This is an optimization exercise on Yosys and OpenROAD, whose aim is small area, not a production implementation.
In this exercise RTL edits were held to simulation tests only and were not proved equivalent to the original.
The clock cells of runs 1 and 3 to 5 come from the design's own scripts or RTL, not from TritonCTS.
No driver is modelled on the clock port, so clock power and skew are understated where the tree is cut down; a real chip needs a root buffer or a tree.
No activity file was given, so power comes from the tool's default toggle rates.

==> design/flow/design.v <==
module testcounter(clk,rst,sw1,sw2,sw3,sw4,teststart,teststop1,teststop2,
                   teststop3,teststop4,led,clkout);
  input clk;
  input rst;
  input sw1;
  input sw2;
  input sw3;
  input sw4;
  output [4:0] led;
  output teststart;
  output teststop1;
  output teststop2;
  output teststop3;
  output teststop4;
  output clkout;
  localparam [11:0] DB_RST  = 12'h1b7;
  localparam [11:0] DB_LOAD = 12'h275;
  reg [11:0] q1;
  reg [11:0] q2;
  wire [11:0] shift1 = q1 ^ DB_RST;
  wire [11:0] shift2 = q2 ^ DB_RST;
  wire z1 = ~|shift1[10:0];
  wire z2 = ~|shift2[10:0];
  wire fb1 = (shift1[11] ^ shift1[7] ^ shift1[1] ^ shift1[0]) & ~z1;
  wire fb2 = (shift2[11] ^ shift2[7] ^ shift2[1] ^ shift2[0]) & ~z2;
  wire sw3_sync = shift1[11] & z1;
  wire sw2_sync = shift2[11] & z2;
  always @(posedge clk or posedge rst)
    if (rst)       q1 <= 12'd0;
    else if (~sw3) q1 <= DB_LOAD ^ DB_RST;
    else           q1 <= {shift1[10:0], fb1} ^ DB_RST;
  always @(posedge clk or posedge rst)
    if (rst)       q2 <= 12'd0;
    else if (~sw2) q2 <= DB_LOAD ^ DB_RST;
    else           q2 <= {shift2[10:0], fb2} ^ DB_RST;
  localparam [1:0] S0 = 2'd0, S1 = 2'd1, S2 = 2'd2, S3 = 2'd3;
  reg [1:0] cs;
  reg [21:0] test1;
  reg trig_pulse;
  reg first;                        
  wire bump = (cs == S3) & ~test1[20];
  wire keep_hi = (cs == S2) & ~first;
  wire [17:0] lo_nx = {1'b0, test1[16:0]} + {17'd0, ~(test1[21] & test1[20])};
  always @(posedge clk or posedge rst)
    if (rst) test1 <= 22'd0;
    else if (trig_pulse) begin
      test1[16:0]  <= 17'd0;
      test1[21:17] <= keep_hi ? test1[21:17] : 5'd0;
    end else begin
      test1[16:0]  <= lo_nx[16:0];
      test1[21:17] <= test1[21:17] + {4'd0, lo_nx[17] | bump};
    end
  wire masked = trig_pulse ? ~first : cs[1];
  wire [4:0] hi = masked ? 5'd0 : test1[21:17];
  wire [21:0] t = {hi, test1[16:0]};
  wire time_5sec = ~trig_pulse & test1[16] & test1[15];
  always @(posedge clk or posedge rst)
    if (rst) begin
      cs <= S0;
      trig_pulse <= 1'b0;
      first <= 1'b0;
    end else begin
      trig_pulse <= cs[0];
      first <= (cs == S1);
      case (cs)
        S0: if (sw3_sync) cs <= S1;
        S1: cs <= sw4 ? S0 : S2;
        S2: if (time_5sec) cs <= S3;
        S3: cs <= test1[20] ? S0 : S2;
      endcase
    end
  reg [2:0] cnt;
  always @(negedge clk or posedge rst)
    if (rst)             cnt <= 3'd0;
    else if (cnt == 3'd5) cnt <= 3'd0;
    else if (sw2_sync)   cnt <= cnt + 3'd1;
  reg [21:0] value;
  always @(*)
    case ({~sw1, cnt})
      4'd0:  value = 22'd25;
      4'd1:  value = 22'd125;
      4'd2:  value = 22'd250;
      4'd3:  value = 22'd1250;
      4'd4:  value = 22'd2250;
      4'd8:  value = 22'd25000;
      4'd9:  value = 22'd125000;
      4'd10: value = 22'd250000;
      4'd11: value = 22'd1250000;
      4'd12: value = 22'd2250000;
      default: value = 22'd25;
    endcase
  reg teststart1;
  reg teststop;
  wire [21:0] start_pt = teststart1 ? 22'd90 : 22'd80;
  wire [21:0] stop_pt  = value + (teststop ? 22'd90 : 22'd80);
  always @(negedge clk or posedge rst)
    if (rst) teststart1 <= 1'b0;
    else     teststart1 <= teststart1 ^ (t == start_pt);
  always @(negedge clk or posedge rst)
    if (rst) teststop <= 1'b0;
    else     teststop <= teststop ^ (t == stop_pt);
  assign clkout    = trig_pulse;
  assign teststart = teststart1;
  assign teststop1 = teststop;
  assign teststop2 = teststop;
  assign teststop3 = teststop;
  assign teststop4 = teststop;
  wire blank = cs[1] & ~trig_pulse & test1[14];
  assign led[0] = ((cnt == 3'd0) | (cnt == 3'd5)) & ~blank;
  assign led[1] = (cnt == 3'd1) & ~blank;
  assign led[2] = (cnt == 3'd2) & ~blank;
  assign led[3] = (cnt == 3'd3) & ~blank;
  assign led[4] = (cnt == 3'd4) & ~blank;
endmodule
==> design/flow/flow/run.sh <==
#!/bin/bash
# Layout flow:
#  1. the standard synthesis (standard.sh synth);
#  2. a second run of the same ORFS synthesis script in a separate folder,
#     without the adder-extraction step and with an area-oriented ABC script;
#     used only if its flip-flops are exactly the standard synthesis's
#     (same instance names and cells);
#  3. the combinational gates of each netlist mapped again with several ABC
#     scripts, flip-flops left as they are; the smallest result is kept;
#  4. the standard ORFS floorplan and placement, with minimum-size port buffers;
#  5. ORFS's CTS step with TritonCTS replaced by a small clock tree: the clock
#     port drives a few clock buffers, each driving one cluster of flip-flops;
#  6. the standard ORFS flow from global routing to finish.
# Each tool's output goes to a log_*.txt file in the work folder.
set -euo pipefail
W=$(pwd)
F=$W/flow
R=$W/orfs/results/$FLOW_PLATFORM/testcounter/base
LIB=$FLOW_HOME/platforms/$FLOW_PLATFORM/lib/sky130_fd_sc_hd__tt_025C_1v80.lib
YOSYS=$(command -v yosys || echo "$FLOW_HOME/../tools/install/yosys/bin/yosys")
KNOBS=("BUFFER_PORTS_ARGS=-buffer_cell sky130_fd_sc_hd__buf_1")

bash standard.sh synth > $W/log_synth_std.txt 2>&1
cp $R/1_2_yosys.v $W/synth_std.v

# alternative synthesis
rm -rf $W/scripts_syn $W/orfs_alt
cp -r $FLOW_HOME/scripts $W/scripts_syn
cp $F/synth_area.abc $W/scripts_syn/abc_area.script
( make -C $FLOW_HOME DESIGN_CONFIG=$W/config.mk WORK_HOME=$W/orfs_alt SYNTH_SCRIPT=$W/synth_recipe.tcl \
    SCRIPTS_DIR=$W/scripts_syn ABC_AREA=1 ADDER_MAP_FILE= CLKGATE_MAP_FILE= \
    $W/orfs_alt/results/$FLOW_PLATFORM/testcounter/base/1_2_yosys.v > $W/log_synth_alt.txt 2>&1 || true )
INPUTS=(std)
ALT=$W/orfs_alt/results/$FLOW_PLATFORM/testcounter/base/1_2_yosys.v
if [[ -f $ALT ]]; then
  cp $ALT $W/synth_alt.v
  python3 $F/ffcheck.py $W/synth_std.v $W/synth_alt.v > $W/log_ffcheck_alt.txt 2>&1 || true
  if grep -qx same $W/log_ffcheck_alt.txt; then INPUTS+=(alt); fi
fi

python3 $F/gencells.py $LIB > $W/cellfuncs.v 2> $W/log_gencells.txt
export REMAP_LIB=$LIB REMAP_TOP=$FLOW_TOP REMAP_CELLS=$W/cellfuncs.v
export REMAP_DONT_USE="$(sed -n '/DONT_USE_CELLS/,/^$/p' $FLOW_HOME/platforms/$FLOW_PLATFORM/config.mk | grep -o 'sky130_fd_sc_hd__[a-z0-9_]*' | tr '\n' ' ')"
for I in "${INPUTS[@]}"; do
  for A in $F/abc*.abc; do
    n=${I}_$(basename $A .abc)
    ( REMAP_IN=$W/synth_$I.v REMAP_ABC=$A REMAP_STAT=$W/remap_stat_$n.txt REMAP_OUT=$W/synth_remap_$n.v \
        $YOSYS -c $F/remap.tcl > $W/log_remap_$n.txt 2>&1 || true ) &
  done
done
wait
best=""; bestarea=""
for f in $W/remap_stat_*.txt; do
  n=$(basename $f .txt); n=${n#remap_stat_}
  a=$(grep -h "Chip area" $f 2>/dev/null | awk '{print $NF}' || true)
  [[ -n "$a" && -f $W/synth_remap_$n.v ]] || continue
  s=$(python3 $F/ffcheck.py $W/synth_std.v $W/synth_remap_$n.v)
  [[ "$s" == same ]] || continue
  if [[ -z "$bestarea" ]] || awk "BEGIN{exit !($a < $bestarea)}"; then best=$n; bestarea=$a; fi
done
echo "remap: inputs ${INPUTS[*]}; best $best area $bestarea" > $W/log_remap_choice.txt
if [[ -n "$best" ]]; then cp $W/synth_remap_$best.v $R/1_2_yosys.v; touch $R/1_2_yosys.v; fi

bash standard.sh "${KNOBS[@]}" place > $W/log_place.txt 2>&1

# CTS step with the manual clock tree in place of clock_tree_synthesis
rm -rf $W/scripts_cts
cp -r $FLOW_HOME/scripts $W/scripts_cts
sed -i 's|^log_cmd clock_tree_synthesis {\*}$cts_args$|source $::env(MANUAL_CTS_TCL)\nset_propagated_clock [all_clocks]|' $W/scripts_cts/cts.tcl
grep -q MANUAL_CTS_TCL $W/scripts_cts/cts.tcl
export MANUAL_CTS_TCL=$F/clocktree.tcl CLKNET_NAME=clk
export CLKBUF_CELL=${CLKBUF_CELL:-sky130_fd_sc_hd__clkbuf_8} CLKBUF_N=${CLKBUF_N:-3}
bash standard.sh "${KNOBS[@]}" SCRIPTS_DIR=$W/scripts_cts do-4_1_cts do-4_cts > $W/log_cts.txt 2>&1

bash standard.sh "${KNOBS[@]}" finish > $W/log_finish.txt 2>&1
==> design/flow/flow/abc1.abc <==
strash
&get -n
&deepsyn -T 20
&put
strash
dch -f
amap
&get -n
&st
&deepsyn -T 20
&put
dch -f
amap
==> design/flow/flow/abc2.abc <==
strash
&get -n
&deepsyn -T 60
&put
dch -f
amap
==> design/flow/flow/abc3.abc <==
strash
balance -l
resub -K 6 -l
rewrite -l
resub -K 6 -N 2 -l
refactor -l
resub -K 8 -l
balance -l
resub -K 8 -N 2 -l
rewrite -l
resub -K 10 -l
rewrite -z -l
resub -K 10 -N 2 -l
balance -l
resub -K 12 -l
refactor -z -l
resub -K 12 -N 2 -l
rewrite -z -l
balance -l
balance -l
resub -K 6 -l
rewrite -l
resub -K 6 -N 2 -l
refactor -l
resub -K 8 -l
balance -l
resub -K 8 -N 2 -l
rewrite -l
resub -K 10 -l
rewrite -z -l
resub -K 10 -N 2 -l
balance -l
resub -K 12 -l
refactor -z -l
resub -K 12 -N 2 -l
rewrite -z -l
balance -l
dch -f
amap
==> design/flow/flow/clocktree.tcl <==
# Manual clock tree: the clock port drives CLKBUF_N buffers directly, each
# driving one cluster of clock sinks (k-means on sink locations) from the
# cluster's centroid.
set block [ord::get_db_block]
set clknet [$block findNet $::env(CLKNET_NAME)]
set master [[ord::get_db] findMaster $::env(CLKBUF_CELL)]
set k $::env(CLKBUF_N)
set sinks {}
foreach it [$clknet getITerms] {
  if {[$it isInputSignal] || 1} {
    set bb [[$it getInst] getBBox]
    lappend sinks [list $it [expr {([$bb xMin] + [$bb xMax]) / 2.0}] [expr {([$bb yMin] + [$bb yMax]) / 2.0}]]
  }
}
set n [llength $sinks]
# initial centres: sinks spread along the sorted-by-x order
set sorted [lsort -real -index 1 $sinks]
set cx {}; set cy {}
for {set c 0} {$c < $k} {incr c} {
  set s [lindex $sorted [expr {int(($c + 0.5) * $n / $k)}]]
  lappend cx [lindex $s 1]; lappend cy [lindex $s 2]
}
for {set iter 0} {$iter < 50} {incr iter} {
  set assign {}
  foreach s $sinks {
    set best 0; set bd 1e30
    for {set c 0} {$c < $k} {incr c} {
      set d [expr {abs([lindex $s 1] - [lindex $cx $c]) + abs([lindex $s 2] - [lindex $cy $c])}]
      if {$d < $bd} {set bd $d; set best $c}
    }
    lappend assign $best
  }
  set nx {}; set ny {}
  for {set c 0} {$c < $k} {incr c} {
    set sx 0; set sy 0; set m 0
    foreach s $sinks a $assign {
      if {$a == $c} { set sx [expr {$sx + [lindex $s 1]}]; set sy [expr {$sy + [lindex $s 2]}]; incr m }
    }
    if {$m > 0} { lappend nx [expr {$sx / $m}]; lappend ny [expr {$sy / $m}] } else { lappend nx [lindex $cx $c]; lappend ny [lindex $cy $c] }
  }
  set cx $nx; set cy $ny
}
for {set c 0} {$c < $k} {incr c} {
  set inst [odb::dbInst_create $block $master clkbuf_m$c]
  set net [odb::dbNet_create $block clknet_m$c]
  $net setSigType CLOCK
  set m 0
  foreach s $sinks a $assign {
    if {$a == $c} { set it [lindex $s 0]; $it disconnect; $it connect $net; incr m }
  }
  [$inst findITerm A] connect $clknet
  [$inst findITerm X] connect $net
  $inst setLocation [expr {int([lindex $cx $c])}] [expr {int([lindex $cy $c])}]
  $inst setPlacementStatus PLACED
  puts "clock buffer clkbuf_m$c drives $m sinks"
}
==> design/flow/flow/ffcheck.py <==
# Prints "same" when two netlists have the same flip-flop instances (name and
# cell type), else the differences.
import re, sys
def ffs(p):
    r = re.compile(r'^\s*(sky130_fd_sc_hd__(?:df|ed|sd)\w*)\s+(\S+)\s*\(', re.M)
    return sorted(r.findall(open(p).read()))
a, b = ffs(sys.argv[1]), ffs(sys.argv[2])
print("same" if a == b and a else "differ %d %d %s" % (len(a), len(b), sorted(set(a) ^ set(b))[:10]))
==> design/flow/flow/gencells.py <==
# Writes a Yosys techmap file with the logic function of every combinational
# sky130hd cell, read from the liberty file, so that a mapped netlist's gates
# can be turned back into logic and mapped again.
import re, sys
lib = open(sys.argv[1]).read()
out = []
for m in re.finditer(r'\n\s*cell\s*\(\s*"?(\w+)"?\s*\)\s*\{', lib):
    name = m.group(1)
    # find the cell body by brace matching
    i = m.end(); depth = 1
    while depth:
        c = lib[i]
        if c == '{': depth += 1
        elif c == '}': depth -= 1
        i += 1
    body = lib[m.end():i]
    if re.search(r'\b(ff|latch|statetable|ff_bank)\s*\(', body): continue
    if 'three_state' in body: continue
    pins = []
    for pm in re.finditer(r'\n\s*pin\s*\(\s*"?(\w+)"?\s*\)\s*\{', body):
        j = pm.end(); d = 1
        while d:
            c = body[j]
            if c == '{': d += 1
            elif c == '}': d -= 1
            j += 1
        pb = body[pm.end():j]
        dm = re.search(r'direction\s*:\s*"?(\w+)"?', pb)
        fm = re.search(r'\bfunction\s*:\s*"([^"]*)"', pb)
        pins.append((pm.group(1), dm.group(1) if dm else None, fm.group(1) if fm else None))
    outs = [p for p in pins if p[1] == 'output']
    ins = [p for p in pins if p[1] == 'input']
    if not outs or any(p[2] is None for p in outs): continue
    names = {p[0] for p in ins}
    if any(set(re.findall(r'[A-Za-z_]\w*', p[2])) - names for p in outs): continue
    lines = [f"module {name}(" + ", ".join(p[0] for p in ins + outs) + ");"]
    for p in ins: lines.append(f"  input {p[0]};")
    for p in outs: lines.append(f"  output {p[0]};")
    for p in outs:
        f = p[2].replace('!', '~').replace('+', '|').replace('*', '&')
        lines.append(f"  assign {p[0]} = {f};")
    lines.append("endmodule")
    out.append("\n".join(lines))
print("(* techmap_celltype *)\n" if False else "", end="")
print("\n\n".join(out))
==> design/flow/flow/remap.tcl <==
# Re-maps the combinational gates of the standard synthesis netlist with a
# stronger ABC script; flip-flops are left as they are (same names and cells).
set lib $::env(REMAP_LIB)
yosys read_liberty -lib $lib
yosys read_verilog $::env(REMAP_IN)
yosys hierarchy -top $::env(REMAP_TOP)
yosys techmap -map $::env(REMAP_CELLS)
yosys techmap
yosys opt -fast
yosys opt -purge
set dont_use {}
foreach c $::env(REMAP_DONT_USE) { lappend dont_use -dont_use $c }
yosys abc -liberty $lib {*}$dont_use -script $::env(REMAP_ABC)
yosys opt_clean -purge
yosys splitnets
yosys opt_clean -purge
yosys hilomap -singleton -hicell sky130_fd_sc_hd__conb_1 HI -locell sky130_fd_sc_hd__conb_1 LO
yosys insbuf -buf sky130_fd_sc_hd__buf_4 A X
yosys check -assert -mapped
yosys tee -o $::env(REMAP_STAT) stat -liberty $lib
yosys write_verilog -noattr -nohex -nodec $::env(REMAP_OUT)
==> design/flow/flow/synth_area.abc <==
strash
&get -n
&deepsyn -T 20
&put
strash
dch -f
amap
&get -n
&st
&deepsyn -T 20
&put
dch -f
amap
==> design/flow/standard.sh <==
#!/bin/bash
# synth_recipe.tcl (not shown) runs the flow's synth.tcl, then flattens the netlist and writes it again
# the make line also repeats each setting of config.mk as NAME=value (left out here)
make -C /OpenROAD-flow-scripts/flow DESIGN_CONFIG=/design/flow/config.mk WORK_HOME=/design/flow/orfs CLKGATE_MAP_FILE= SYNTH_SCRIPT=/design/flow/synth_recipe.tcl "${@:-finish}"
==> design/flow/config.mk <==
export PLATFORM = sky130hd
export DESIGN_NAME = testcounter
export DESIGN_NICKNAME = testcounter
export VERILOG_FILES = /design/flow/design.v
export SDC_FILE = /design/flow/constraint.sdc
export NUM_CORES = 4
export LEC_CHECK = 0
export CAP_MARGIN = 20
export CORE_MARGIN = 2
export CORE_UTILIZATION = 85
export PLACE_DENSITY = 0.92
export SLEW_MARGIN = 20
==> design/flow/constraint.sdc <==
create_clock -name core_clock -period 20.0 [get_ports {clk}]
set_input_delay 4.0000 -clock core_clock [delete_from_list [all_inputs] [get_ports {clk}]]
set_output_delay 4.0000 -clock core_clock [all_outputs]
set_load 0.01 [all_outputs]
==> flow_summary.html, run 1 <==
<table>
<tr><th>Metric</th><th>Value</th></tr>
<tr><th colspan="2">Drt</th></tr>
<tr><td>Count of nets left with antenna violations after detail routing</td><td>0</td></tr>
<tr><td>First-iteration detailed-routing DRC count</td><td>306</td></tr>
<tr><td>Drt wl/cell</td><td>18.4 µm</td></tr>
<tr><td>Routed wire length</td><td>6420 µm</td></tr>
<tr><td>Total via count after detailed routing</td><td>2,436</td></tr>
<tr><td>First-pass detailed-route iteration total</td><td>12</td></tr>
<tr><td>Number of design rule violations left after detail routing</td><td>0</td></tr>
<tr><td>Detail-routed via count per cell</td><td>6.98</td></tr>
<tr><th colspan="2">Yosys</th></tr>
<tr><td>Area of the mapped netlist</td><td>2600 µm²</td></tr>
<tr><td>Avg Cell Area, Syn</td><td>8.71 µm²</td></tr>
<tr><td>Synth Instances</td><td>299</td></tr>
<tr><td>Post-Syn Nets</td><td>305</td></tr>
<tr><td>Synth Warn #</td><td>1</td></tr>
<tr><th colspan="2">Global route</th></tr>
<tr><td>Overall routing resource usage</td><td>38.7%</td></tr>
<tr><td>Largest net degree at the start of global routing</td><td>56</td></tr>
<tr><td>Via count of the first global-routing pass</td><td>2,230</td></tr>
<tr><td>First-pass GRT wire length</td><td>10,400 µm</td></tr>
<tr><td>Remaining global-route overflow</td><td>0</td></tr>
<tr><td>Initial antenna violation count</td><td>0</td></tr>
<tr><th colspan="2">Placed design</th></tr>
<tr><td>Routability cong.</td><td>1.08</td></tr>
<tr><td>Detailed placement HPWL</td><td>4620 µm</td></tr>
<tr><td>Count of buffers inserted at the top-level ports</td><td>16</td></tr>
<tr><td>Setup WS pre-CTS</td><td>3.77 ns</td></tr>
<tr><th colspan="2">Power</th></tr>
<tr><td>Power density cells</td><td>62.5 nW/µm²</td></tr>
<tr><td>Largest vdd supply drop</td><td>0.0719 mV</td></tr>
<tr><td>Leakage power figure</td><td>1.12 nW</td></tr>
<tr><th colspan="2">Worst setup path</th></tr>
<tr><td>CP arrival</td><td>6.25 ns</td></tr>
<tr><td>Kind of end point of the critical path</td><td>register</td></tr>
<tr><td>Crit Path Category</td><td>primary input to register</td></tr>
<tr><td>Type of origin of the critical path</td><td>primary input</td></tr>
<tr><td>Data required time of the worst path</td><td>9.98 ns</td></tr>
<tr><td>Reg2Reg Capture Point</td><td>teststop$_DFF_NP0_</td></tr>
<tr><td>Depth of the worst register-to-register path</td><td>12</td></tr>
<tr><td>RR Startpoint</td><td>trig_pulse$_DFF_PP0_</td></tr>
<tr><td>Worst R2R Setup Slack</td><td>6.72 ns</td></tr>
<tr><td>Max FO, Critical Path</td><td>5</td></tr>
<tr><th colspan="2">Timing</th></tr>
<tr><td>Number of hold violations in the final report</td><td>0</td></tr>
<tr><td>TNS Setup</td><td>0 ns</td></tr>
<tr><td>Worst Clk Skew</td><td>0.0376 ns</td></tr>
<tr><td>Worst-Margin Slew</td><td>0.645 ns</td></tr>
<tr><td>Total setup violations reported at the end of the flow</td><td>0</td></tr>
<tr><td>Worst-case setup margin in the final layout</td><td>3.73 ns</td></tr>
<tr><td>Worst-case headroom to the max-slew limit</td><td>57.0%</td></tr>
<tr><td>Slew Limit Fails</td><td>0</td></tr>
<tr><td>Setup repair after global routing missed its margin</td><td>no</td></tr>
<tr><td>Worst hold-check slack</td><td>0.431 ns</td></tr>
<tr><th colspan="2">Floorplanning</th></tr>
<tr><td>Chip Width</td><td>59.3 µm</td></tr>
<tr><td>Number of primary I/O pins</td><td>17</td></tr>
<tr><td>Die height</td><td>59.3 µm</td></tr>
<tr><td>Core region area</td><td>2980 µm²</td></tr>
<tr><td>Starting density of the core</td><td>87.4%</td></tr>
<tr><td>Die ar.</td><td>3520 µm²</td></tr>
<tr><td>Number of rows created at floorplan</td><td>20</td></tr>
<tr><th colspan="2">Job</th></tr>
<tr><td>Max-cap violation count</td><td>0</td></tr>
<tr><th colspan="2">Clock network</th></tr>
<tr><td>Clock-pin transition on the worst setup and hold timing paths</td><td>0.12 ns</td></tr>
<tr><td>Hold-fix buffers at CTS</td><td>0</td></tr>
<tr><td>Worst-skew pair later-pin latency</td><td>0.17 ns</td></tr>
<tr><td>Post-CTS setup buffer count</td><td>0</td></tr>
<tr><td>Post-CTS sizing</td><td>0</td></tr>
<tr><th colspan="2">Finish</th></tr>
<tr><td>Antenna cells</td><td>0</td></tr>
<tr><td>Number of nets in the layout</td><td>324</td></tr>
<tr><td>Commonest cells after routing, fill and taps aside</td><td>58 x nor2_1, 50 x dfrtp_1, 36 x clkinv_1</td></tr>
<tr><td>Ratio of cells with drive above 1 in the final layout</td><td>1.58%</td></tr>
<tr><td>FF+latch area</td><td>1380 µm²</td></tr>
<tr><td>Area added between synthesis and finish</td><td>4.90%</td></tr>
<tr><td>Multi-input combinational cell area</td><td>1070 µm²</td></tr>
<tr><td>Most common cell after layout, fill and taps aside</td><td>nor2_1</td></tr>
<tr><td>Core Util, Final</td><td>91.7%</td></tr>
<tr><td>Layout fillers</td><td>130</td></tr>
<tr><th colspan="2">Status</th></tr>
<tr><td>Status</td><td>finished clean</td></tr>
<tr><th colspan="2">Worst hold path</th></tr>
<tr><td>Critical hold path startpoint</td><td>q1[8]$_DFF_PP0_</td></tr>
<tr><td>Hold path cells</td><td>1</td></tr>
<tr><td>Hold-critical path endpoint</td><td>q1[9]$_DFF_PP0_</td></tr>
<tr><td>Hold/Removal Path Class</td><td>register to register</td></tr>
</table>
-- registers in the layout (all words and copies together), names as in the netlist --
| signal | count |
|---|---|
| teststart1 | 1 |
| q2 | 12 |
| trig_pulse | 1 |
| cnt | 3 |
| cs | 2 |
| first | 1 |
| q1 | 12 |
| teststop | 1 |
| test1 | 22 |
-- metrics by stage --
stage / power, W / std cells / area, µm²
after global routing: 0.000176 / 349 / 2730
after CTS: 0.000170 / 349 / 2730
final: 0.000171 / 349 / 2730
after floorplan: 0.000128 / 299 / 2600
after global placement: 0.000131 / 346 / 2690
after detailed placement: 0.000132 / 346 / 2690
-- power breakdown --
group	total [W]	switching [W]	internal (W)
logic	0.0000128	0.00000867	0.00000410
clock network	0.0000400	0.0000261	0.0000140
registers	0.000118	0.00000280	0.000115
-- final cells by class --
| cell class | count | area share (%) |
|---|---|---|
| inverter | 37 | 5.08 |
| buffer | 3 | 1.51 |
| timing repair buffer | 17 | 2.47 |
| multi-input combinational | 204 | 39.0 |
| tap | 33 | 1.51 |
| sequential | 55 | 50.4 |
-- routing by layer --
layer / wire (µm) / track usage [%] / vias to the layer above
met3: 603 / 4.59 / 46
li1: - / - / 1078
met5: 0 / 0 / -
met4: 318 / 12.0 / 0
met2: 3150 / 66.9 / 185
met1: 2350 / 51.3 / 1127
-- critical path, cell delays in order --
cell and delay (ns):
buf_1 0.19, clkinv_1 0.17, nand2_1 0.11, nor2_1 0.10
nor2_1 0.16, or2_0 0.14, a32oi_1 0.10, a221o_1 0.29
nor3_1 0.17, o2111ai_1 0.14, nor4_1 0.17, o21ai_0 0.17
a221oi_1 0.24, nor2_1 0.08
-- worst max-delay path by stage --
stage / start / endpoint / cells after the start
after floorplan: sw1 / teststop$_DFF_NP0_ / 13
after global placement: sw1 / teststop$_DFF_NP0_ / 14
after detailed placement: sw1 / teststop$_DFF_NP0_ / 14
after CTS: sw1 / teststop$_DFF_NP0_ / 14
after global routing: sw1 / teststop$_DFF_NP0_ / 14
final: sw1 / teststop$_DFF_NP0_ / 14
==> inputs of run 2 (changes only) <==
--- a/design/flow/flow/run.sh
+++ b/design/flow/flow/run.sh
@@ -69,7 +69,7 @@
 sed -i 's|^log_cmd clock_tree_synthesis {\*}$cts_args$|source $::env(MANUAL_CTS_TCL)\nset_propagated_clock [all_clocks]|' $W/scripts_cts/cts.tcl
 grep -q MANUAL_CTS_TCL $W/scripts_cts/cts.tcl
 export MANUAL_CTS_TCL=$F/clocktree.tcl CLKNET_NAME=clk
-export CLKBUF_CELL=${CLKBUF_CELL:-sky130_fd_sc_hd__clkbuf_8} CLKBUF_N=${CLKBUF_N:-3}
+export CLKBUF_CELL=${CLKBUF_CELL:-sky130_fd_sc_hd__clkbuf_8} CLKBUF_N=${CLKBUF_N:-4}
 bash standard.sh "${KNOBS[@]}" SCRIPTS_DIR=$W/scripts_cts do-4_1_cts do-4_cts > $W/log_cts.txt 2>&1
 
 bash standard.sh "${KNOBS[@]}" finish > $W/log_finish.txt 2>&1
==> run 2 against run 1 <==
- the flow now stops in 3_3_place_gp
- synthesized cell count rose by 5.0%
- area after synthesis rose by 0.86%
==> flow_summary.html, run 2 <==
<table>
<tr><th>Metric</th><th>Value</th></tr>
<tr><th colspan="2">Status</th></tr>
<tr><td>Stage where the flow stopped</td><td>3_3_place_gp</td></tr>
<tr><td>Halt Reason</td><td>[ERROR GPL-0301] Utilization 100.415 % exceeds 100%.</td></tr>
<tr><td>Status</td><td>stopped before the end</td></tr>
<tr><th colspan="2">Floorplanning</th></tr>
<tr><td>Die height</td><td>59.6 µm (+0.40%)</td></tr>
<tr><td>Chip Width</td><td>59.6 µm (+0.40%)</td></tr>
<tr><td>Number of primary I/O pins</td><td>17 (unchanged)</td></tr>
<tr><td>Number of rows created at floorplan</td><td>20 (unchanged)</td></tr>
<tr><td>Starting density of the core</td><td>87.5% (about the same)</td></tr>
<tr><th colspan="2">Yosys</th></tr>
<tr><td>Avg Cell Area, Syn</td><td>8.36 µm² (-4.0%)</td></tr>
<tr><td>Synth Warn #</td><td>1 (unchanged)</td></tr>
<tr><td>Synth Instances</td><td>314 (+5.0%)</td></tr>
<tr><td>Area of the mapped netlist</td><td>2630 µm² (+0.86%)</td></tr>
<tr><td>Post-Syn Nets</td><td>320 (+4.9%)</td></tr>
<tr><th colspan="2">Placed design</th></tr>
<tr><td>Count of buffers inserted at the top-level ports</td><td>16 (unchanged)</td></tr>
</table>
==> inputs of run 3 (changes only) <==
--- a/design/flow/design.v
+++ b/design/flow/design.v
@@ -33,42 +33,36 @@
     if (rst)       q2 <= 12'd0;
     else if (~sw2) q2 <= DB_LOAD ^ DB_RST;
     else           q2 <= {shift2[10:0], fb2} ^ DB_RST;
-  localparam [1:0] S0 = 2'd0, S1 = 2'd1, S2 = 2'd2, S3 = 2'd3;
-  reg [1:0] cs;
+  reg trig_pulse;
+  reg [1:0] q;
   reg [21:0] test1;
-  reg trig_pulse;
-  reg first;                        
-  wire bump = (cs == S3) & ~test1[20];
-  wire keep_hi = (cs == S2) & ~first;
+  wire bump = ~trig_pulse & q[1] & q[0] & ~test1[20];
   wire [17:0] lo_nx = {1'b0, test1[16:0]} + {17'd0, ~(test1[21] & test1[20])};
   always @(posedge clk or posedge rst)
     if (rst) test1 <= 22'd0;
     else if (trig_pulse) begin
       test1[16:0]  <= 17'd0;
-      test1[21:17] <= keep_hi ? test1[21:17] : 5'd0;
+      test1[21:17] <= (q[1] & q[0]) ? test1[21:17] : 5'd0;
     end else begin
       test1[16:0]  <= lo_nx[16:0];
       test1[21:17] <= test1[21:17] + {4'd0, lo_nx[17] | bump};
     end
-  wire masked = trig_pulse ? ~first : cs[1];
+  wire masked = q[1];
   wire [4:0] hi = masked ? 5'd0 : test1[21:17];
   wire [21:0] t = {hi, test1[16:0]};
-  wire time_5sec = ~trig_pulse & test1[16] & test1[15];
+  wire time_5sec = test1[16] & test1[15];
   always @(posedge clk or posedge rst)
     if (rst) begin
-      cs <= S0;
       trig_pulse <= 1'b0;
-      first <= 1'b0;
-    end else begin
-      trig_pulse <= cs[0];
-      first <= (cs == S1);
-      case (cs)
-        S0: if (sw3_sync) cs <= S1;
-        S1: cs <= sw4 ? S0 : S2;
-        S2: if (time_5sec) cs <= S3;
-        S3: cs <= test1[20] ? S0 : S2;
+      q <= 2'b00;
+    end else
+      case ({trig_pulse, q})
+        3'b001:  {trig_pulse, q} <= sw4 ? 3'b100 : 3'b101;            
+        3'b010:  {trig_pulse, q} <= time_5sec ? 3'b011 : 3'b010;      
+        3'b011:  {trig_pulse, q} <= test1[20] ? 3'b110 : 3'b111;      
+        3'b101, 3'b111: {trig_pulse, q} <= 3'b010;                    
+        default: {trig_pulse, q} <= sw3_sync ? 3'b001 : 3'b000;       
       endcase
-    end
   reg [2:0] cnt;
   always @(negedge clk or posedge rst)
     if (rst)             cnt <= 3'd0;
@@ -105,7 +99,7 @@
   assign teststop2 = teststop;
   assign teststop3 = teststop;
   assign teststop4 = teststop;
-  wire blank = cs[1] & ~trig_pulse & test1[14];
+  wire blank = ~trig_pulse & q[1] & test1[14];
   assign led[0] = ((cnt == 3'd0) | (cnt == 3'd5)) & ~blank;
   assign led[1] = (cnt == 3'd1) & ~blank;
   assign led[2] = (cnt == 3'd2) & ~blank;
--- a/design/flow/flow/run.sh
+++ b/design/flow/flow/run.sh
@@ -41,14 +41,15 @@
 python3 $F/gencells.py $LIB > $W/cellfuncs.v 2> $W/log_gencells.txt
 export REMAP_LIB=$LIB REMAP_TOP=$FLOW_TOP REMAP_CELLS=$W/cellfuncs.v
 export REMAP_DONT_USE="$(sed -n '/DONT_USE_CELLS/,/^$/p' $FLOW_HOME/platforms/$FLOW_PLATFORM/config.mk | grep -o 'sky130_fd_sc_hd__[a-z0-9_]*' | tr '\n' ' ')"
-for I in "${INPUTS[@]}"; do
-  for A in $F/abc*.abc; do
-    n=${I}_$(basename $A .abc)
-    ( REMAP_IN=$W/synth_$I.v REMAP_ABC=$A REMAP_STAT=$W/remap_stat_$n.txt REMAP_OUT=$W/synth_remap_$n.v \
-        $YOSYS -c $F/remap.tcl > $W/log_remap_$n.txt 2>&1 || true ) &
-  done
-done
-wait
+remap_one() {  # remap_one INPUT SCRIPT
+  local n=${1}_$(basename $2 .abc)
+  REMAP_IN=$W/synth_$1.v REMAP_ABC=$2 REMAP_STAT=$W/remap_stat_$n.txt REMAP_OUT=$W/synth_remap_$n.v \
+    $YOSYS -c $F/remap.tcl > $W/log_remap_$n.txt 2>&1 || true
+}
+export -f remap_one
+export W F YOSYS
+for I in "${INPUTS[@]}"; do for A in $F/abc*.abc; do echo "$I $A"; done; done | \
+  xargs -P ${NUM_CORES:-4} -L 1 bash -c 'remap_one $0 $1'
 best=""; bestarea=""
 for f in $W/remap_stat_*.txt; do
   n=$(basename $f .txt); n=${n#remap_stat_}
==> design/flow/flow/abc4.abc (new file) <==
strash
&get -n
&deepsyn -T 20 -S 2
&put
strash
dch -f
amap
&get -n
&st
&deepsyn -T 20 -S 12
&put
dch -f
amap
==> design/flow/flow/abc5.abc (new file) <==
strash
&get -n
&deepsyn -T 20 -S 3
&put
strash
dch -f
amap
&get -n
&st
&deepsyn -T 20 -S 13
&put
dch -f
amap
==> design/flow/flow/abc6.abc (new file) <==
strash
&get -n
&deepsyn -T 20 -S 1
&put
strash
dch -f
amap
&get -n
&st
&deepsyn -T 20 -S 11
&put
dch -f
amap
removed: design/flow/flow/abc2.abc
==> run 3 against run 2 <==
- now clean on timing, DRC and antenna
- synthesized cell count decreased by 3.5%
- area after synthesis decreased by 1.7%
==> flow_summary.html, run 3 <==
<table>
<tr><th>Metric</th><th>Value</th></tr>
<tr><th colspan="2">Drt</th></tr>
<tr><td>Number of design rule violations left after detail routing</td><td>0</td></tr>
<tr><td>Count of nets left with antenna violations after detail routing</td><td>0</td></tr>
<tr><td>Routed wire length</td><td>6350 µm</td></tr>
<tr><td>Detail-routed via count per cell</td><td>6.87</td></tr>
<tr><td>Total via count after detailed routing</td><td>2,432</td></tr>
<tr><td>First-pass detailed-route iteration total</td><td>5</td></tr>
<tr><td>First-iteration detailed-routing DRC count</td><td>239</td></tr>
<tr><td>Drt wl/cell</td><td>17.9 µm</td></tr>
<tr><th colspan="2">Placed design</th></tr>
<tr><td>Post-Place Cells</td><td>350</td></tr>
<tr><td>Routability cong.</td><td>1.08</td></tr>
<tr><td>Detailed placement HPWL</td><td>4310 µm</td></tr>
<tr><td>Count of buffers inserted at the top-level ports</td><td>16 (unchanged)</td></tr>
<tr><td>Placed cell areas</td><td>2670 µm²</td></tr>
<tr><th colspan="2">Power</th></tr>
<tr><td>Largest vdd supply drop</td><td>0.0578 mV</td></tr>
<tr><td>Leakage power figure</td><td>1.09 nW</td></tr>
<tr><td>Total Power</td><td>0.000180 W</td></tr>
<tr><td>Power density cells</td><td>65.9 nW/µm²</td></tr>
<tr><th colspan="2">Worst setup path</th></tr>
<tr><td>Crit-path max cell delay</td><td>0.51 ns</td></tr>
<tr><td>Number of buffers and inverters on the critical path</td><td>2</td></tr>
<tr><td>Top delay family on crit path</td><td>simple AND/OR/NAND/NOR gates</td></tr>
<tr><td>Type of origin of the critical path</td><td>register</td></tr>
<tr><td>CP arrival</td><td>11.98 ns</td></tr>
<tr><td>Crit Path Category</td><td>register to output port</td></tr>
<tr><td>Data required time of the worst path</td><td>16.00 ns</td></tr>
<tr><td>Cells along the critical path</td><td>clkinv_1 -&gt; nor2_1 -&gt; a21oi_1 -&gt; nor3_1 -&gt; buf_1</td></tr>
<tr><td>Critical-path cell with the highest stage delay</td><td>dfrtn_1</td></tr>
<tr><td>Max FO, Critical Path</td><td>8</td></tr>
<tr><td>Kind of end point of the critical path</td><td>output port</td></tr>
<tr><th colspan="2">Global route</th></tr>
<tr><td>Remaining global-route overflow</td><td>0</td></tr>
<tr><td>Overall routing resource usage</td><td>38.9%</td></tr>
<tr><td>Largest net degree at the start of global routing</td><td>55</td></tr>
<tr><td>First-pass GRT wire length</td><td>10,400 µm</td></tr>
<tr><td>Initial antenna violation count</td><td>0</td></tr>
<tr><td>Via count of the first global-routing pass</td><td>2,206</td></tr>
<tr><th colspan="2">Floorplanning</th></tr>
<tr><td>Die ar.</td><td>3500 µm²</td></tr>
<tr><td>Chip Width</td><td>59.1 µm (-0.78%)</td></tr>
<tr><td>Die height</td><td>59.1 µm (-0.78%)</td></tr>
<tr><td>Number of primary I/O pins</td><td>17 (unchanged)</td></tr>
<tr><td>Number of rows created at floorplan</td><td>20 (unchanged)</td></tr>
<tr><td>Starting density of the core</td><td>86.7% (-0.74 points)</td></tr>
<tr><td>Core region area</td><td>2980 µm²</td></tr>
<tr><th colspan="2">Timing</th></tr>
<tr><td>Total setup violations reported at the end of the flow</td><td>0</td></tr>
<tr><td>Worst Clk Skew</td><td>0.0410 ns</td></tr>
<tr><td>Worst-case headroom to the max-slew limit</td><td>57.2%</td></tr>
<tr><td>TNS Setup</td><td>0 ns</td></tr>
<tr><td>Worst-Margin Slew</td><td>0.642 ns</td></tr>
<tr><td>Setup repair after global routing missed its margin</td><td>no</td></tr>
<tr><td>Number of hold violations in the final report</td><td>0</td></tr>
<tr><td>Slew Limit Fails</td><td>0</td></tr>
<tr><th colspan="2">Finish</th></tr>
<tr><td>Multi-input combinational cell area</td><td>1050 µm²</td></tr>
<tr><td>Biggest regs</td><td>test1 (22), q1 (12), q2 (12)</td></tr>
<tr><td>Antenna cells</td><td>0</td></tr>
<tr><td>Ratio of cells with drive above 1 in the final layout</td><td>1.87%</td></tr>
<tr><td>Commonest cells after routing, fill and taps aside</td><td>57 x nor2_1, 49 x dfrtp_1, 41 x clkinv_1</td></tr>
<tr><td>Most common cell after layout, fill and taps aside</td><td>nor2_1</td></tr>
<tr><td>Final std cells w/o fill</td><td>354</td></tr>
<tr><td>Flip-flop count of the largest register after layout</td><td>22</td></tr>
<tr><td>Area added between synthesis and finish</td><td>5.47%</td></tr>
<tr><td>Biggest register</td><td>test1</td></tr>
<tr><td>FF+latch area</td><td>1350 µm²</td></tr>
<tr><td>Area of all placed cells without fillers</td><td>2720 µm²</td></tr>
<tr><td>Layout fillers</td><td>126</td></tr>
<tr><td>Number of nets in the layout</td><td>329</td></tr>
<tr><th colspan="2">Yosys</th></tr>
<tr><td>Synth Warn #</td><td>1 (unchanged)</td></tr>
<tr><td>Area of the mapped netlist</td><td>2580 µm² (-1.7%)</td></tr>
<tr><td>Synth Instances</td><td>303 (-3.5%)</td></tr>
<tr><td>Post-Syn Nets</td><td>309 (-3.4%)</td></tr>
<tr><td>Avg Cell Area, Syn</td><td>8.52 µm² (+1.9%)</td></tr>
<tr><th colspan="2">Worst hold path</th></tr>
<tr><td>Hold/Removal Path Class</td><td>register to register</td></tr>
<tr><th colspan="2">Clock network</th></tr>
<tr><td>Post-CTS sizing</td><td>0</td></tr>
<tr><td>Post-CTS setup buffer count</td><td>0</td></tr>
<tr><td>Clock-pin transition on the worst setup and hold timing paths</td><td>0.11 ns</td></tr>
<tr><td>Worst-skew pair later-pin latency</td><td>0.17 ns</td></tr>
<tr><td>Hold-fix buffers at CTS</td><td>0</td></tr>
<tr><th colspan="2">Status</th></tr>
<tr><td>Status</td><td>finished clean</td></tr>
<tr><th colspan="2">Job</th></tr>
<tr><td>Max-cap violation count</td><td>0</td></tr>
</table>
[run 3: where the power goes]
part	internal [W]	total, W	switching (W)
logic	0.00000562	0.0000167	0.0000111
clock network	0.0000184	0.0000445	0.0000261
registers	0.000114	0.000118	0.00000435
[run 3: layout make-up]
| type | count | share of cell area (%) |
|---|---|---|
| Multi-Input combinational cell | 204 | 38.6 |
| Timing Repair Buffer | 17 | 2.48 |
| Buffer | 4 | 2.02 |
| Inverter | 42 | 5.79 |
| Sequential cell | 54 | 49.6 |
| Tap cell | 33 | 1.52 |
[run 3: stage by stage]
stage,hold slack (ns),setup slack [ns],util [%]
2_1_floorplan,0.397,4.36,-
3_3_place_gp,0.416,4.18,89.6
3_5_place_dp,0.428,4.09,89.6
4_1_cts,0.419,4.12,91.5
5_1_grt,0.420,3.93,91.5
6_report,0.416,4.02,91.5
[run 3: worst register-to-register path: stages, from the launching register on]
cell and delay, ns:
dfrtp_1 0.45, clkinv_1 0.19, o221a_1 0.28, a2111oi_0 0.54, o2111ai_1 0.17, or4_1 0.41, or3_1 0.36, o21ai_0 0.13
o21ai_0 0.10
[run 3: path summary, 6_finish.rpt]
path	start	endpoint	slack, ns	depth (start not counted)
setup reg to reg	test1[14]$_DFF_PP0_	teststop$_DFF_NP0_	7.22	8
max in group asynchronous	rst	teststart1$_DFF_NP0_	5.62	3
setup / recovery	cnt[0]$_DFFE_NP0P_	led[0]	4.02	5
hold / removal	q2[5]$_DFF_PP0_	q2[6]$_DFF_PP0_	0.42	1
hold reg to reg	q2[5]$_DFF_PP0_	q2[6]$_DFF_PP0_	0.42	1
min in group asynchronous	rst	q2[9]$_DFF_PP0_	4.00	3
[run 3: layer usage]
metal / up-vias / track usage (%) / routed length, µm
met5: - / 0 / 0
met4: 0 / 16.2 / 333
met2: 198 / 64.0 / 3060
met1: 1090 / 53.0 / 2400
met3: 48 / 4.59 / 553
li1: 1096 / - / -
==> inputs of run 4 (changes only) <==
--- a/design/flow/design.v
+++ b/design/flow/design.v
@@ -34,35 +34,42 @@
     else if (~sw2) q2 <= DB_LOAD ^ DB_RST;
     else           q2 <= {shift2[10:0], fb2} ^ DB_RST;
   reg trig_pulse;
-  reg [1:0] q;
+  reg qm;   
+  reg qb;                           
   reg [21:0] test1;
-  wire bump = ~trig_pulse & q[1] & q[0] & ~test1[20];
+  wire bump = ~trig_pulse & qm & qb & ~test1[20];
   wire [17:0] lo_nx = {1'b0, test1[16:0]} + {17'd0, ~(test1[21] & test1[20])};
   always @(posedge clk or posedge rst)
     if (rst) test1 <= 22'd0;
     else if (trig_pulse) begin
       test1[16:0]  <= 17'd0;
-      test1[21:17] <= (q[1] & q[0]) ? test1[21:17] : 5'd0;
+      test1[21:17] <= (qm & qb) ? test1[21:17] : 5'd0;
     end else begin
       test1[16:0]  <= lo_nx[16:0];
       test1[21:17] <= test1[21:17] + {4'd0, lo_nx[17] | bump};
     end
-  wire masked = q[1];
-  wire [4:0] hi = masked ? 5'd0 : test1[21:17];
+  wire [4:0] hi = qm ? 5'd0 : test1[21:17];
   wire [21:0] t = {hi, test1[16:0]};
   wire time_5sec = test1[16] & test1[15];
+  reg [2:0] ctl_nx;
+  always @(*)
+    case ({trig_pulse, qm, qb})
+      3'b001:  ctl_nx = sw4 ? 3'b100 : 3'b101;            
+      3'b010:  ctl_nx = time_5sec ? 3'b011 : 3'b010;      
+      3'b011:  ctl_nx = test1[20] ? 3'b110 : 3'b111;      
+      3'b101, 3'b111: ctl_nx = 3'b010;                    
+      default: ctl_nx = sw3_sync ? 3'b001 : 3'b000;       
+    endcase
   always @(posedge clk or posedge rst)
     if (rst) begin
       trig_pulse <= 1'b0;
-      q <= 2'b00;
-    end else
-      case ({trig_pulse, q})
-        3'b001:  {trig_pulse, q} <= sw4 ? 3'b100 : 3'b101;            
-        3'b010:  {trig_pulse, q} <= time_5sec ? 3'b011 : 3'b010;      
-        3'b011:  {trig_pulse, q} <= test1[20] ? 3'b110 : 3'b111;      
-        3'b101, 3'b111: {trig_pulse, q} <= 3'b010;                    
-        default: {trig_pulse, q} <= sw3_sync ? 3'b001 : 3'b000;       
-      endcase
+      qm <= 1'b0;
+      qb <= 1'b0;
+    end else begin
+      trig_pulse <= ctl_nx[2];
+      qm <= ctl_nx[1];
+      qb <= ctl_nx[0];
+    end
   reg [2:0] cnt;
   always @(negedge clk or posedge rst)
     if (rst)             cnt <= 3'd0;
@@ -99,7 +106,7 @@
   assign teststop2 = teststop;
   assign teststop3 = teststop;
   assign teststop4 = teststop;
-  wire blank = ~trig_pulse & q[1] & test1[14];
+  wire blank = ~trig_pulse & qm & test1[14];
   assign led[0] = ((cnt == 3'd0) | (cnt == 3'd5)) & ~blank;
   assign led[1] = (cnt == 3'd1) & ~blank;
   assign led[2] = (cnt == 3'd2) & ~blank;
--- a/design/flow/config.mk
+++ b/design/flow/config.mk
@@ -7,6 +7,6 @@
 export LEC_CHECK = 0
 export CAP_MARGIN = 20
 export CORE_MARGIN = 2
-export CORE_UTILIZATION = 85
-export PLACE_DENSITY = 0.92
+export CORE_UTILIZATION = 80
+export PLACE_DENSITY = 0.9
 export SLEW_MARGIN = 20
==> run 4 against run 3 <==
- worst hold slack better by 0.025 ns
- critical endpoint is now teststop$_DFF_NP0_
- sequential share of layout area is 0.59 points lower
- sequential cell count stayed put
- register-to-register slack better by 0.47 ns
- area after synthesis is 0.73% higher
- via count is 2.3% lower
==> flow_summary.html, run 4 <==
<table>
<tr><th>Metric</th><th>Value</th></tr>
<tr><th colspan="2">Clock network</th></tr>
<tr><td>Clock-pin transition on the worst setup and hold timing paths</td><td>0.08 ns (-0.03 ns)</td></tr>
<tr><td>Hold-fix buffers at CTS</td><td>0 (unchanged)</td></tr>
<tr><td>Post-CTS sizing</td><td>0 (unchanged)</td></tr>
<tr><td>Worst-skew pair later-pin latency</td><td>0.15 ns (-0.02 ns)</td></tr>
<tr><td>Post-CTS setup buffer count</td><td>0 (unchanged)</td></tr>
<tr><th colspan="2">Timing</th></tr>
<tr><td>Worst-Margin Slew</td><td>0.779 ns (+0.137 ns)</td></tr>
<tr><td>Setup repair after global routing missed its margin</td><td>no</td></tr>
<tr><td>Worst Clk Skew</td><td>0.0195 ns (-0.0215 ns)</td></tr>
<tr><td>Worst-case setup margin in the final layout</td><td>3.93 ns (-0.0884 ns)</td></tr>
<tr><td>Slew Limit Fails</td><td>0 (unchanged)</td></tr>
<tr><td>Number of hold violations in the final report</td><td>0 (unchanged)</td></tr>
<tr><td>TNS Setup</td><td>0 ns (unchanged)</td></tr>
<tr><td>Total setup violations reported at the end of the flow</td><td>0 (unchanged)</td></tr>
<tr><td>Worst-case headroom to the max-slew limit</td><td>46.8% (-10 points)</td></tr>
<tr><th colspan="2">Global route</th></tr>
<tr><td>First-pass GRT wire length</td><td>10,400 µm (-0.20%)</td></tr>
<tr><td>Via count of the first global-routing pass</td><td>2,250 (+2.0%)</td></tr>
<tr><td>Largest net degree at the start of global routing</td><td>55 (unchanged)</td></tr>
<tr><td>Overall routing resource usage</td><td>37.2% (-1.7 points)</td></tr>
<tr><td>Met1 usage in global routing</td><td>49.1% (-3.9 points)</td></tr>
<tr><td>Routing usage on met3</td><td>6.30% (+1.7 points)</td></tr>
<tr><td>Met2 Track Usage GR</td><td>61.9% (-2.1 points)</td></tr>
<tr><td>Busiest layer in global routing</td><td>met2</td></tr>
<tr><td>Remaining global-route overflow</td><td>0 (unchanged)</td></tr>
<tr><td>Initial antenna violation count</td><td>0 (unchanged)</td></tr>
<tr><th colspan="2">Drt</th></tr>
<tr><td>Detail-routed via count per cell</td><td>6.48 (-5.7%)</td></tr>
<tr><td>First-iteration detailed-routing DRC count</td><td>439 (+84%)</td></tr>
<tr><td>Number of design rule violations left after detail routing</td><td>0 (unchanged)</td></tr>
<tr><td>Drt wl/cell</td><td>17.2 µm (-4.2%)</td></tr>
<tr><td>Total via count after detailed routing</td><td>2,377 (-2.3%)</td></tr>
<tr><td>Routed wire length</td><td>6300 µm (-0.66%)</td></tr>
<tr><td>Count of nets left with antenna violations after detail routing</td><td>0 (unchanged)</td></tr>
<tr><td>First-pass detailed-route iteration total</td><td>5 (unchanged)</td></tr>
<tr><th colspan="2">Finish</th></tr>
<tr><td>Commonest cells after routing, fill and taps aside</td><td>58 x nor2_1, 49 x dfrtp_1, 36 x clkinv_1</td></tr>
<tr><td>Biggest regs</td><td>test1 (22), q1 (12), q2 (12)</td></tr>
<tr><td>FF+latch area</td><td>1350 µm² (unchanged)</td></tr>
<tr><td>Antenna cells</td><td>0 (unchanged)</td></tr>
<tr><td>Most common cell after layout, fill and taps aside</td><td>nor2_1</td></tr>
<tr><td>Layout fillers</td><td>150 (+19%)</td></tr>
<tr><td>Multi-input combinational cell area</td><td>1090 µm² (+3.6%)</td></tr>
<tr><td>Area added between synthesis and finish</td><td>5.96%</td></tr>
<tr><td>Ratio of cells with drive above 1 in the final layout</td><td>1.86% (-0.012 points)</td></tr>
<tr><td>Number of nets in the layout</td><td>331 (+0.61%)</td></tr>
<tr><td>Flip-flop count of the largest register after layout</td><td>22 (unchanged)</td></tr>
<tr><td>Core Util, Final</td><td>89.6% (-1.9 points)</td></tr>
<tr><td>Biggest register</td><td>test1</td></tr>
<tr><th colspan="2">Placed design</th></tr>
<tr><td>Count of buffers inserted at the top-level ports</td><td>16 (unchanged)</td></tr>
<tr><td>Routability cong.</td><td>1.12 (+3.3%)</td></tr>
<tr><td>Detailed placement HPWL</td><td>4380 µm (+1.6%)</td></tr>
<tr><td>Setup WS pre-CTS</td><td>3.82 ns (-0.270 ns)</td></tr>
<tr><th colspan="2">Job</th></tr>
<tr><td>Max-cap violation count</td><td>0 (unchanged)</td></tr>
<tr><th colspan="2">Floorplanning</th></tr>
<tr><td>Die ar.</td><td>3720 µm² (+6.5%)</td></tr>
<tr><td>Core region area</td><td>3080 µm² (+3.4%)</td></tr>
<tr><td>Die height</td><td>61.0 µm (+3.2%)</td></tr>
<tr><td>Starting density of the core</td><td>84.5% (-2.2 points)</td></tr>
<tr><td>Number of primary I/O pins</td><td>17 (unchanged)</td></tr>
<tr><td>Chip Width</td><td>61.0 µm (+3.2%)</td></tr>
<tr><td>Number of rows created at floorplan</td><td>20 (unchanged)</td></tr>
<tr><th colspan="2">Yosys</th></tr>
<tr><td>Synth Instances</td><td>305 (+0.66%)</td></tr>
<tr><td>Synth Warn #</td><td>1 (unchanged)</td></tr>
<tr><td>Area of the mapped netlist</td><td>2600 µm² (+0.73%)</td></tr>
<tr><td>Avg Cell Area, Syn</td><td>8.53 µm² (about the same)</td></tr>
<tr><td>Post-Syn Nets</td><td>311 (+0.65%)</td></tr>
<tr><th colspan="2">Status</th></tr>
<tr><td>Status</td><td>finished clean</td></tr>
<tr><th colspan="2">Power</th></tr>
<tr><td>Leakage power figure</td><td>1.13 nW (+3.8%)</td></tr>
<tr><td>Largest vdd supply drop</td><td>0.0740 mV (+28%)</td></tr>
<tr><td>Power density cells</td><td>64.9 nW/µm² (-1.5%)</td></tr>
<tr><th colspan="2">Worst setup path</th></tr>
<tr><td>Cells along the critical path</td><td>buf_1 -&gt; clkinv_1 -&gt; a221oi_1 -&gt; nor2_1 -&gt; a21oi_1 -&gt; o2111ai_1 -&gt; a211oi_1 -&gt; a31oi_1 -&gt; a2111oi_0 -&gt; nand3_1 -&gt; nand2_1 -&gt; o221ai_1</td></tr>
<tr><td>Max FO, Critical Path</td><td>6 (-2)</td></tr>
<tr><td>Crit-path max cell delay</td><td>0.36 ns (-0.15 ns)</td></tr>
<tr><td>Data required time of the worst path</td><td>9.98 ns (-6.02 ns)</td></tr>
<tr><td>Type of origin of the critical path</td><td>primary input</td></tr>
<tr><td>Kind of end point of the critical path</td><td>register</td></tr>
<tr><td>CP arrival</td><td>6.04 ns (-5.94 ns)</td></tr>
<tr><td>Crit Path Category</td><td>primary input to register</td></tr>
<tr><td>Critical-path cell with the highest stage delay</td><td>a221oi_1</td></tr>
<tr><th colspan="2">Worst hold path</th></tr>
<tr><td>Hold/Removal Path Class</td><td>register to register</td></tr>
</table>
## run 4: cell count changes in the layout (fill, tap and decap cells not counted), sizes merged, moves of 4 or more
cell | before | now
a22oi | 5 | 0
a21oi | 21 | 25
clkinv | 41 | 36
a31oi | 4 | 8
or2 | 1 | 5
## run 4: power breakdown
part	switching, W	internal, W	leakage (nW)
combinational	0.0000113	0.00000522	0.427
sequential	0.00000440	0.000114	0.679
clock	0.0000256	0.0000184	0.0288
## run 4: final timing paths
path / start / to / slack [ns] / depth (start not counted)
worst max-delay path: sw1 / teststop$_DFF_NP0_ / 3.93 / 12
worst min-delay path: q1[8]$_DFF_PP0_ / q1[9]$_DFF_PP0_ / 0.44 / 1
worst max register to register: test1[8]$_DFF_PP0_ / teststop$_DFF_NP0_ / 7.69 / 8
worst min register to register: q1[8]$_DFF_PP0_ / q1[9]$_DFF_PP0_ / 0.44 / 1
max in group asynchronous: rst / teststop$_DFF_NP0_ / 5.66 / 3
min in group asynchronous: rst / test1[10]$_DFF_PP0_ / 3.99 / 3
## run 4: layout make-up
cell class,count,area share [%]
buffer,4,2.00
timing repair buffer,17,2.45
multi-input combinational,211,39.5
sequential,54,49.0
inverter,37,5.04
tap,44,2.00
## run 4: worst max-delay path: cells and delay by family
kind	cells	cell delay, ns
AO/OA/AOI/OAI	7	1.35
buffers and inverters	2	0.39
AND/OR/NAND/NOR	3	0.30
## run 4: through the flow
step	cell area, µm²	hold WS, ns	instances	total power (W)
floorplan	2600	0.397	305	0.000131
global placement	2700	0.416	363	0.000134
detailed placement	2700	0.423	363	0.000136
CTS	2760	0.442	367	0.000178
global route	2760	0.458	367	0.000185
finish	2760	0.441	367	0.000179
## run 4: per-layer routing
layer  vias up  wire length, µm
li1       1101                -
met4         0              252
met1      1085             2450
met5         -                0
met2       160             3020
met3        31              581
==> inputs of run 5 (changes only) <==
--- a/design/flow/design.v
+++ b/design/flow/design.v
@@ -38,15 +38,18 @@
   reg qb;                           
   reg [21:0] test1;
   wire bump = ~trig_pulse & qm & qb & ~test1[20];
-  wire [17:0] lo_nx = {1'b0, test1[16:0]} + {17'd0, ~(test1[21] & test1[20])};
+  wire lz = ~|test1[2:0];
+  wire lwrap = test1[3] & lz;
+  wire lfb = test1[3] ^ test1[0] ^ lz;
+  wire [13:0] mid_nx = {1'b0, test1[16:4]} + {12'd0, lwrap & ~(test1[21] & test1[20])};
   always @(posedge clk or posedge rst)
     if (rst) test1 <= 22'd0;
     else if (trig_pulse) begin
       test1[16:0]  <= 17'd0;
       test1[21:17] <= (qm & qb) ? test1[21:17] : 5'd0;
     end else begin
-      test1[16:0]  <= lo_nx[16:0];
-      test1[21:17] <= test1[21:17] + {4'd0, lo_nx[17] | bump};
+      test1[16:0]  <= {mid_nx[12:0], test1[2:0], lfb};
+      test1[21:17] <= test1[21:17] + {4'd0, mid_nx[13] | bump};
     end
   wire [4:0] hi = qm ? 5'd0 : test1[21:17];
   wire [21:0] t = {hi, test1[16:0]};
@@ -75,25 +78,45 @@
     if (rst)             cnt <= 3'd0;
     else if (cnt == 3'd5) cnt <= 3'd0;
     else if (sw2_sync)   cnt <= cnt + 3'd1;
-  reg [21:0] value;
-  always @(*)
-    case ({~sw1, cnt})
-      4'd0:  value = 22'd25;
-      4'd1:  value = 22'd125;
-      4'd2:  value = 22'd250;
-      4'd3:  value = 22'd1250;
-      4'd4:  value = 22'd2250;
-      4'd8:  value = 22'd25000;
-      4'd9:  value = 22'd125000;
-      4'd10: value = 22'd250000;
-      4'd11: value = 22'd1250000;
-      4'd12: value = 22'd2250000;
-      default: value = 22'd25;
-    endcase
   reg teststart1;
   reg teststop;
-  wire [21:0] start_pt = teststart1 ? 22'd90 : 22'd80;
-  wire [21:0] stop_pt  = value + (teststop ? 22'd90 : 22'd80);
+  reg [21:0] stop_pt;
+  always @(*)
+    case ({teststop, ~sw1, cnt})
+      5'd0: stop_pt = 22'd107;  
+      5'd1: stop_pt = 22'd194;  
+      5'd2: stop_pt = 22'd326;  
+      5'd3: stop_pt = 22'd1331;  
+      5'd4: stop_pt = 22'd2326;  
+      5'd5: stop_pt = 22'd107;  
+      5'd6: stop_pt = 22'd107;  
+      5'd7: stop_pt = 22'd107;  
+      5'd8: stop_pt = 22'd25077;  
+      5'd9: stop_pt = 22'd125077;  
+      5'd10: stop_pt = 22'd250080;  
+      5'd11: stop_pt = 22'd1250080;  
+      5'd12: stop_pt = 22'd2250080;  
+      5'd13: stop_pt = 22'd107;  
+      5'd14: stop_pt = 22'd107;  
+      5'd15: stop_pt = 22'd107;  
+      5'd16: stop_pt = 22'd119;  
+      5'd17: stop_pt = 22'd218;  
+      5'd18: stop_pt = 22'd351;  
+      5'd19: stop_pt = 22'd1337;  
+      5'd20: stop_pt = 22'd2351;  
+      5'd21: stop_pt = 22'd119;  
+      5'd22: stop_pt = 22'd119;  
+      5'd23: stop_pt = 22'd119;  
+      5'd24: stop_pt = 22'd25091;  
+      5'd25: stop_pt = 22'd125091;  
+      5'd26: stop_pt = 22'd250086;  
+      5'd27: stop_pt = 22'd1250086;  
+      5'd28: stop_pt = 22'd2250086;  
+      5'd29: stop_pt = 22'd119;  
+      5'd30: stop_pt = 22'd119;  
+      5'd31: stop_pt = 22'd119;  
+    endcase
+  wire [21:0] start_pt = teststart1 ? 22'd86 : 22'd80;
   always @(negedge clk or posedge rst)
     if (rst) teststart1 <= 1'b0;
     else     teststart1 <= teststart1 ^ (t == start_pt);
==> run 5 against run 4 <==
- critical path depth increased by 1
- still clean on timing, DRC and antenna
- global-route usage increased by 3.2 points
- final cell count rose by 3.5%
==> flow_summary.html, run 5 <==
<table>
<tr><th>Metric</th><th>Value</th></tr>
<tr><th colspan="2">Worst setup path</th></tr>
<tr><td>Critical-path cell with the highest stage delay</td><td>or3_1</td></tr>
<tr><td>Depth of the worst register-to-register path</td><td>11 (+3)</td></tr>
<tr><td>Max FO, Critical Path</td><td>6 (unchanged)</td></tr>
<tr><td>CP arrival</td><td>6.47 ns (+0.43 ns)</td></tr>
<tr><td>Reg2Reg Capture Point</td><td>teststop$_DFF_NP0_</td></tr>
<tr><td>Crit Path Category</td><td>primary input to register</td></tr>
<tr><td>Cells along the critical path</td><td>buf_1 -&gt; nor2_1 -&gt; nor2_1 -&gt; or3_1 -&gt; a21oi_1 -&gt; o21ai_0 -&gt; nor2_1 -&gt; o2111ai_1 -&gt; a211oi_1 -&gt; nand2_1 -&gt; a221oi_1 -&gt; nor2_1 -&gt; or2_0</td></tr>
<tr><td>RR Startpoint</td><td>test1[3]$_DFF_PP0_</td></tr>
<tr><td>Worst R2R Setup Slack</td><td>7.40 ns (-0.29 ns)</td></tr>
<tr><td>Type of origin of the critical path</td><td>primary input</td></tr>
<tr><td>Data required time of the worst path</td><td>9.96 ns (-0.02 ns)</td></tr>
<tr><td>Kind of end point of the critical path</td><td>register</td></tr>
<tr><th colspan="2">Drt</th></tr>
<tr><td>Routed wire length</td><td>6840 µm (+8.5%)</td></tr>
<tr><td>Number of design rule violations left after detail routing</td><td>0 (unchanged)</td></tr>
<tr><td>Count of nets left with antenna violations after detail routing</td><td>0 (unchanged)</td></tr>
<tr><td>Detail-routed via count per cell</td><td>6.72 (+3.7%)</td></tr>
<tr><td>Total via count after detailed routing</td><td>2,553 (+7.4%)</td></tr>
<tr><td>Drt wl/cell</td><td>18.0 µm (+4.8%)</td></tr>
<tr><td>First-iteration detailed-routing DRC count</td><td>612 (+39%)</td></tr>
<tr><th colspan="2">Clock network</th></tr>
<tr><td>Post-CTS setup buffer count</td><td>0 (unchanged)</td></tr>
<tr><td>Clock-pin transition on the worst setup and hold timing paths</td><td>0.09 ns (about the same)</td></tr>
<tr><td>Hold-fix buffers at CTS</td><td>0 (unchanged)</td></tr>
<tr><td>Worst-skew pair later-pin latency</td><td>0.16 ns (about the same)</td></tr>
<tr><td>Post-CTS sizing</td><td>0 (unchanged)</td></tr>
<tr><th colspan="2">Yosys</th></tr>
<tr><td>Avg Cell Area, Syn</td><td>8.27 µm² (-3.0%)</td></tr>
<tr><td>Synth Instances</td><td>318 (+4.3%)</td></tr>
<tr><td>Post-Syn Nets</td><td>324 (+4.2%)</td></tr>
<tr><td>Synth Warn #</td><td>1 (unchanged)</td></tr>
<tr><td>Area of the mapped netlist</td><td>2630 µm² (+1.1%)</td></tr>
<tr><th colspan="2">Floorplanning</th></tr>
<tr><td>Number of rows created at floorplan</td><td>20 (unchanged)</td></tr>
<tr><td>Chip Width</td><td>61.3 µm (+0.52%)</td></tr>
<tr><td>Number of primary I/O pins</td><td>17 (unchanged)</td></tr>
<tr><td>Die height</td><td>61.3 µm (+0.52%)</td></tr>
<tr><td>Die ar.</td><td>3760 µm² (+1.0%)</td></tr>
<tr><td>Starting density of the core</td><td>85.4% (+0.93 points)</td></tr>
<tr><td>Core region area</td><td>3080 µm² (unchanged)</td></tr>
<tr><th colspan="2">Global route</th></tr>
<tr><td>Via count of the first global-routing pass</td><td>2,354 (+4.6%)</td></tr>
<tr><td>Overall routing resource usage</td><td>40.4% (+3.2 points)</td></tr>
<tr><td>Remaining global-route overflow</td><td>0 (unchanged)</td></tr>
<tr><td>Initial antenna violation count</td><td>0 (unchanged)</td></tr>
<tr><td>First-pass GRT wire length</td><td>11,200 µm (+7.9%)</td></tr>
<tr><td>Largest net degree at the start of global routing</td><td>55 (unchanged)</td></tr>
<tr><th colspan="2">Finish</th></tr>
<tr><td>Commonest cells after routing, fill and taps aside</td><td>70 x nor2_1, 49 x dfrtp_1, 43 x clkinv_1</td></tr>
<tr><td>Biggest regs</td><td>test1 (22), q1 (12), q2 (12)</td></tr>
<tr><td>Number of nets in the layout</td><td>344 (+3.9%)</td></tr>
<tr><td>Ratio of cells with drive above 1 in the final layout</td><td>1.79% (-0.072 points)</td></tr>
<tr><td>Biggest register</td><td>test1</td></tr>
<tr><td>Area added between synthesis and finish</td><td>5.90% (about the same)</td></tr>
<tr><td>Layout fillers</td><td>149 (-0.67%)</td></tr>
<tr><td>Most common cell after layout, fill and taps aside</td><td>nor2_1</td></tr>
<tr><td>Antenna cells</td><td>0 (unchanged)</td></tr>
<tr><th colspan="2">Worst hold path</th></tr>
<tr><td>Hold path cells</td><td>1 (unchanged)</td></tr>
<tr><td>Hold-critical path endpoint</td><td>q1[3]$_DFF_PP0_</td></tr>
<tr><td>Critical hold path startpoint</td><td>q1[2]$_DFF_PP0_</td></tr>
<tr><td>Hold/Removal Path Class</td><td>register to register</td></tr>
<tr><th colspan="2">Timing</th></tr>
<tr><td>Setup repair after global routing missed its margin</td><td>no</td></tr>
<tr><td>Slew Limit Fails</td><td>0 (unchanged)</td></tr>
<tr><td>Number of hold violations in the final report</td><td>0 (unchanged)</td></tr>
<tr><td>Worst-case headroom to the max-slew limit</td><td>54.1% (+7.3 points)</td></tr>
<tr><td>TNS Setup</td><td>0 ns (unchanged)</td></tr>
<tr><td>Total setup violations reported at the end of the flow</td><td>0 (unchanged)</td></tr>
<tr><td>Worst-Margin Slew</td><td>0.671 ns (-0.107 ns)</td></tr>
<tr><td>Worst Clk Skew</td><td>0.0412 ns (+0.0216 ns)</td></tr>
<tr><th colspan="2">Placed design</th></tr>
<tr><td>Count of buffers inserted at the top-level ports</td><td>16 (unchanged)</td></tr>
<tr><td>Routability cong.</td><td>1.18 (+5.5%)</td></tr>
<tr><td>Detailed placement HPWL</td><td>4710 µm (+7.6%)</td></tr>
<tr><th colspan="2">Status</th></tr>
<tr><td>Status</td><td>finished clean</td></tr>
<tr><th colspan="2">Power</th></tr>
<tr><td>Leakage power figure</td><td>1.15 nW (+1.1%)</td></tr>
<tr><td>Largest vdd supply drop</td><td>0.0777 mV (+5.1%)</td></tr>
<tr><td>Power density cells</td><td>91.8 nW/µm² (+41%)</td></tr>
<tr><th colspan="2">Job</th></tr>
<tr><td>Max-cap violation count</td><td>0 (unchanged)</td></tr>
</table>
## run 5: cell count changes in the layout (fill, tap and decap cells not counted), sizes merged, moves of 3 or more
cell / change
nor2: +12
clkinv: +7
or3: +5
a31oi: -3
nand3: -3
nand4: +3
nor2b: -3
## run 5: report_power, final
group          internal (W)  leakage, nW  total [W]  switching, W
Sequential         0.000123        0.688   0.000143     0.0000194
Clock             0.0000183       0.0288  0.0000436     0.0000253
Combinational     0.0000238        0.430  0.0000695     0.0000457
Total              0.000165         1.15   0.000256     0.0000903
## run 5: worst max path at each step
stage	slack, ns	cells after the start	endpoint	from
4_1_cts	3.61	14	teststop$_DFF_NP0_	sw1
3_3_place_gp	3.70	14	teststop$_DFF_NP0_	sw1
3_5_place_dp	3.54	14	teststop$_DFF_NP0_	sw1
5_1_grt	3.21	14	teststop$_DFF_NP0_	sw1
6_report	3.50	13	teststop$_DFF_NP0_	sw1
2_1_floorplan	3.98	14	teststop$_DFF_NP0_	sw1
## run 5: area by class of cell
class,instances,area (µm²),share of cell area [%]
multi-input cells,217,1090,39.2
well taps,44,55.1,1.98
repair buffers,17,67.6,2.43
inverters,44,165,5.93
plain buffers,4,55.1,1.98
flip-flops and latches,54,1350,48.5
## run 5: worst max-delay path: cells and delay by family
family                 cells  cell delay (ns)
and+or+nand+nor            7             1.45
AOI/OAI and AO/OA          5             0.89
buffers and inverters      1             0.13
## run 5: routing by layer
layer  vias to the layer above  track usage (%)  routed length [µm]  part of all wire, %
met5                         -                0                   0                    0
met3                        57             12.2                 744                   11
met4                         0             14.6                 374                  5.5
met2                       199             66.7                3260                   48
li1                       1122                -                   -                    -
met1                      1175             51.0                2460                   36
## run 5: through the flow
step,util [%],worst slack [ns],total power (W),area (µm²),cells
CTS,90.5,3.61,0.000251,2790,380
global route,90.5,3.21,0.000270,2790,380
global placement,88.7,3.70,0.000203,2730,376
finish,90.5,3.50,0.000256,2790,380
floorplan,-,3.98,0.000189,2630,318
detailed placement,88.7,3.54,0.000208,2730,376
